Source: an optimization exercise on an open RTL-to-GDS flow (aim: small area and a short achievable clock period). Production flows keep margins and buffers that such runs may drop. Function was checked by simulation only, so behaviour that the tests miss may differ from the original.

--- design.v ---
module adder_N_bits #(parameter N=8)
(input [N-1:0] A, B, input cin,
output [N-1:0] s, output cout);
	assign {cout, s} = A+B+cin;
endmodule
module register_N_bits_aclr_ena
#(parameter N=8)
(input clk,aclr,ena,input [N-1:0] D,
output reg[N-1:0] Q);
always @(posedge clk,negedge aclr)
if (~aclr) 
Q <= {N{1'b0}};
else if (ena)
Q <= D;
else
                              Q <= Q;
endmodule
module multiplier_N_bits #(parameter N=8)
(input [N-1:0] a,b, output [2*N-1:0] p);
	wire [7:0] m[7:0];
	wire [7:0] s[1:7];
	wire cout[1:7];
	genvar i;
	generate
		for(i=0; i<N; i=i+1) begin:bl1
		assign m[i] = a & {N{b[i]}};
		end
	endgenerate
	adder_N_bits #(N) ex1({1'b0,m[0][N-1:1]},m[1],1'b0,s[1],cout[1]);
	generate
		for(i=2; i<N; i=i+1) begin:bl2
		adder_N_bits #(N) 
		exi({cout[i-1],s[i-1][N-1:1]},m[i],1'b0,s[i],cout[i]);
		end
	endgenerate
	assign p[0] = m[0][0];
	generate
		for(i=1;i<N-1;i=i+1) begin:bl3
		assign p[i] = s[i][0];
		end
	endgenerate
	assign p[2*N-2:N-1] = s[N-1];
	assign p[2*N-1] = cout[N-1];
endmodule
module decoder_hex_10(
	input [3:0]x,
	output reg [0:6]h);
	always @(x)
		case (x)
			0: h = 7'b1000000;
			1: h = 7'b1111001;
			2: h = 7'b0100100;
			3: h = 7'b0110000;
			4: h = 7'b0011001;
			5: h = 7'b0010010;
			6: h = 7'b0000010;
			7: h = 7'b1111000;
			8: h = 7'b0000000;
			9: h = 7'b0011000;
			default: h = 7'b1111111;
		endcase
endmodule
module decoder_hex_10_normal(
	input [3:0]x,
	output reg [0:6]h);
	always @(x)
		case (x)
			0: h = 7'b0000000;
			1: h = 7'b0000001;
			2: h = 7'b0000010;
			3: h = 7'b0000011;
			4: h = 7'b0000100;
			5: h = 7'b0000101;
			6: h = 7'b0000110;
			7: h = 7'b0000111;
			8: h = 7'b0001000;
			9: h = 7'b0001001;
			default: h = 7'b1111111;
		endcase
endmodule
module zad4
(input clk,
 input aclr,
 input [9:0]SW,
 output [0:6] HEX3, HEX2, HEX1, HEX0,
 output reg [7:0] LEDR);
 wire EA, EB;
 assign EA = SW[9];
 assign EB = SW[8];
 wire [7:0] A,B, Data;
 wire [15:0] M,P;
 assign Data = SW[7:0];
  always @(*)
	if(SW[9] && !SW[8]) LEDR = A;
	else if(SW[8] && !SW[9]) LEDR = B;
	else LEDR = 8'b00000000;
 register_N_bits_aclr_ena #(8) register_1(clk, aclr, EA, Data, A);
 register_N_bits_aclr_ena #(8) register_2(clk, aclr, EB, Data, B);
 multiplier_N_bits #(8) exM(A,B,M);
 register_N_bits_aclr_ena #(16) exP(clk,aclr,1'b1,M,P);
 decoder_hex_10_normal d1(P%10,HEX0);
 decoder_hex_10_normal d2((P%100)/10,HEX1);
 decoder_hex_10_normal d3((P%1000)/100,HEX2);
 decoder_hex_10_normal d4((P%10000)/1000,HEX3);
endmodule
--- run.sh ---
#!/bin/bash
# synth_recipe.tcl (not shown) runs the flow's synth.tcl, then flattens the netlist and writes it again
# the make line also repeats each setting of config.mk as NAME=value (left out here)
make -C /OpenROAD-flow-scripts/flow DESIGN_CONFIG=/design/flow/config.mk WORK_HOME=/design/flow/orfs CLKGATE_MAP_FILE= SYNTH_SCRIPT=/design/flow/synth_recipe.tcl finish
--- config.mk ---
export PLATFORM = sky130hd
export DESIGN_NAME = zad4
export DESIGN_NICKNAME = zad4
export VERILOG_FILES = /design/flow/design.v
export SDC_FILE = /design/flow/constraint.sdc
export NUM_CORES = 4
export LEC_CHECK = 0
export CAP_MARGIN = 20
export CORE_MARGIN = 2
export CORE_UTILIZATION = 40
export SLEW_MARGIN = 20
--- constraint.sdc ---
create_clock -name core_clock -period 18.0 [get_ports {clk}]
set_input_delay 3.6000 -clock core_clock [delete_from_list [all_inputs] [get_ports {clk}]]
set_output_delay 3.6000 -clock core_clock [all_outputs]
set_load 0.01 [all_outputs]
==> results.ini <==
[detailed_routing]
remaining_drc_errors=0
wl_um=46740
vias=17350
viasPerCell=6.254
wl_per_cell_um=16.84
dr.pass1.iters=8
dr.first_iter.drc_count=1462
antenna_left=0

[critical_path]
crit_type=reg -> out
r2r_cells=27
cp_common_cell=xnor2_1
critical-path-slowest-cell=nor3_2
startpoint_type=flip-flop
critPathMaxStageDelay_ns=0.65
r2r-start=register_1.Q[1]
required_ns=14.40
end_kind=output port
r2r-end=exP.Q[14]
crit_arrival_ns=13.45
setup.worst_path.end=HEX1[6]
rrSetupSlack_ns=10.83
path_max_fanout=24
critPathLaunch=exP.Q[12]

[final_layout]
diodes=0
multi_input_area_sq_um=14100
final_area_sq_um=16780
final_core_util_pct=43.31
fill_cells=4036
syn_to_final_growth_pct=6.539
nNetsFinal=2335
seqCellArea_sq_um=804.5
drive_gt1_share_pct=8.463

[global_route]
antenna_found_initial=0
grt_usage_pct=21.99
gr-total-overflow=0
grt_max_degree=46
grt_pass1_wl_um=78750
grt_pass1_vias=16150

[yosys]
ys.flop_type=dfrtp_1
syn-cell-area_sq_um=15750
ys_async_sr_fraction_pct=100.0
ys_top_cells_by_area=xnor2_1, a21oi_1, nand2_1
ys_seq_area_share_pct=5.085
yosysTopAreaCell=xnor2_1
syn_inst=2300
yosysWarnings=9
synth_seq_cells=32
syn_nets=2379
synth_top_area_share_pct=8.564
synth.top_cells.by_count=nand2_1, nor2_1, a21oi_1
yosysMostFrequentCell=nand2_1
synth_edf_count=0
netlist-cell-type-count=130
avgSynthCellArea_sq_um=6.847

[floorplanning]
fp.dieArea_sq_um=40980
die_x_um=202.4
io_pins=48
core_sq_um=38740
initial_core_util_pct=40.66
rows=72
die_y_um=202.4

[sta]
finalMaxSlewViolations=0
clock_skew_ns=0.004504
setup_viol=0
period_minus_slack_ns=17.05
slew_headroom_pct=25.64
finalSetupTns_ns=0
worstMarginPinSlew_ns=1.087
final.setup.worst_slack_ns=0.9535
holdWs_ns=0.7022
hold_viol=0
max_freq_mhz=58.66
post-route-period-util_pct=94.70

[cts]
cts_inserted_buffers=5
cts_sinks=32
cts_buffer_depth=2
clk_pin_slew_ns=0.05
htreeDepth=2
clk_latency_ns=0.28
clockRootBuffer=clkbuf_16
cts_tree=done

[job]
maxCapViolations=0

[min_path]
hold_class=reg -> reg

[status]
outcome=complete, no violations

[place]
gp_congestion=0.9000
dp_slack_ns=0.7419
dp_hpwl_um=35840
port_buffers=47
place_area_sq_um=16460

-- routing by layer --
metal  GRT usage, %  share of wire, %
met5              0                 0
met2          39.14                48
met1          28.91                45
met4          5.501               2.3
met3          1.177               4.9
-- worst min-delay path by stage --
stage | start | end | slack [ns] | cells after the start
floorplan | register_2.Q[0] | exP.Q[0] | 0.56 | 1
global placement | register_2.Q[0] | exP.Q[0] | 0.69 | 1
detailed placement | register_2.Q[0] | exP.Q[0] | 0.69 | 1
CTS | register_2.Q[0] | exP.Q[0] | 0.70 | 1
global route | register_2.Q[0] | exP.Q[0] | 0.74 | 1
finish | register_2.Q[0] | exP.Q[0] | 0.70 | 1
-- layout make-up --
cell class | instances | share of cell area, %
Clock buffer | 7 | 0.9098
Clock inverter | 1 | 0.1790
Inverter | 94 | 2.103
Multi-Input combinational cell | 2047 | 84.05
Sequential cell | 32 | 4.795
Tap cell | 518 | 3.863
Timing Repair Buffer | 76 | 4.101
-- cells in the final DEF (no fill, tap or decap), types with 32 or more instances in the layout --
master,n
ha_1,60
nand2_1,215
xor2_1,46
nand3_1,82
a21o_1,37
and3_1,33
a21oi_1,161
inv_1,85
nor2_1,199
o21ai_0,121
nor3_1,66
and2_1,95
o211ai_1,36
nand2b_1,32
xnor2_1,151
mux2i_1,32
clkdlybuf4s50_1,47
-- sequential cells by signal (all words and copies together), names as in the netlist --
name and flops:
exP.Q 16, register_1.Q 8, register_2.Q 8
-- critical path, delay by kind of cell, from the launching register on --
family                     cells  cell delay (ns)
AOI/OAI and AO/OA             24             7.12
xor gates and xnor gates       4             1.19
adders and majority gates      2             0.65
buffers and inverters          2             0.74
DFF                            1             0.40
muxes                          1             0.38
and+or+nand+nor               10             2.62
-- kinds of logic after synthesis --
| kind of cell | count (synthesis) | share of synthesized area [%] |
|---|---|---|
| AND/OR/NAND/NOR | 893 | 28.97 |
| AO/OA/AOI/OAI | 798 | 36.86 |
| buffers and inverters | 221 | 6.110 |
| XOR/XNOR | 203 | 11.38 |
| adder cells (fa/ha/maj) | 88 | 7.007 |
| multiplexers | 65 | 4.576 |
| flip-flops | 32 | 5.085 |
-- through the flow --
stage / instances
floorplan: 2300
global placement: 2763
detailed placement: 2763
CTS: 2771
global route: 2775
finish: 2775
-- what timing repair did --
action / in CTS / in global routing
hold buffers: 0 / 0
setup buffers: 0 / 4
gates resized for setup: 0 / 20
endpoints found under the setup margin: 0 / 13

## afterwards: timing with drivers on the ports
The results above use ideal ports. As a check the final layout listed here was re-extracted and re-timed, cells and wires unchanged.
Step 1: set_driving_cell puts a clkbuf_16 on clk and a buf_2 on each other input, an assumption about the parent block.
Step 2 adds t to the input delays and takes it off the output delays; t is the mean of the earliest and latest rising clock arrival at the registers after step 1. Input paths then give back, and output paths get back, about the clock's delay inside the block.
a / b / c = ideal / step 1 / step 2; a / b = the first two.
t (ns): 0.316
setup slack, ns: 0.954 / 0.915 / 1.231
latest minus earliest clock arrival (ns): 0.005 / 0.005
After both steps setup and hold are still met in this run. For this run, drivers alone change the setup slack by -0.039 ns; drivers and shift together by +0.277 ns.
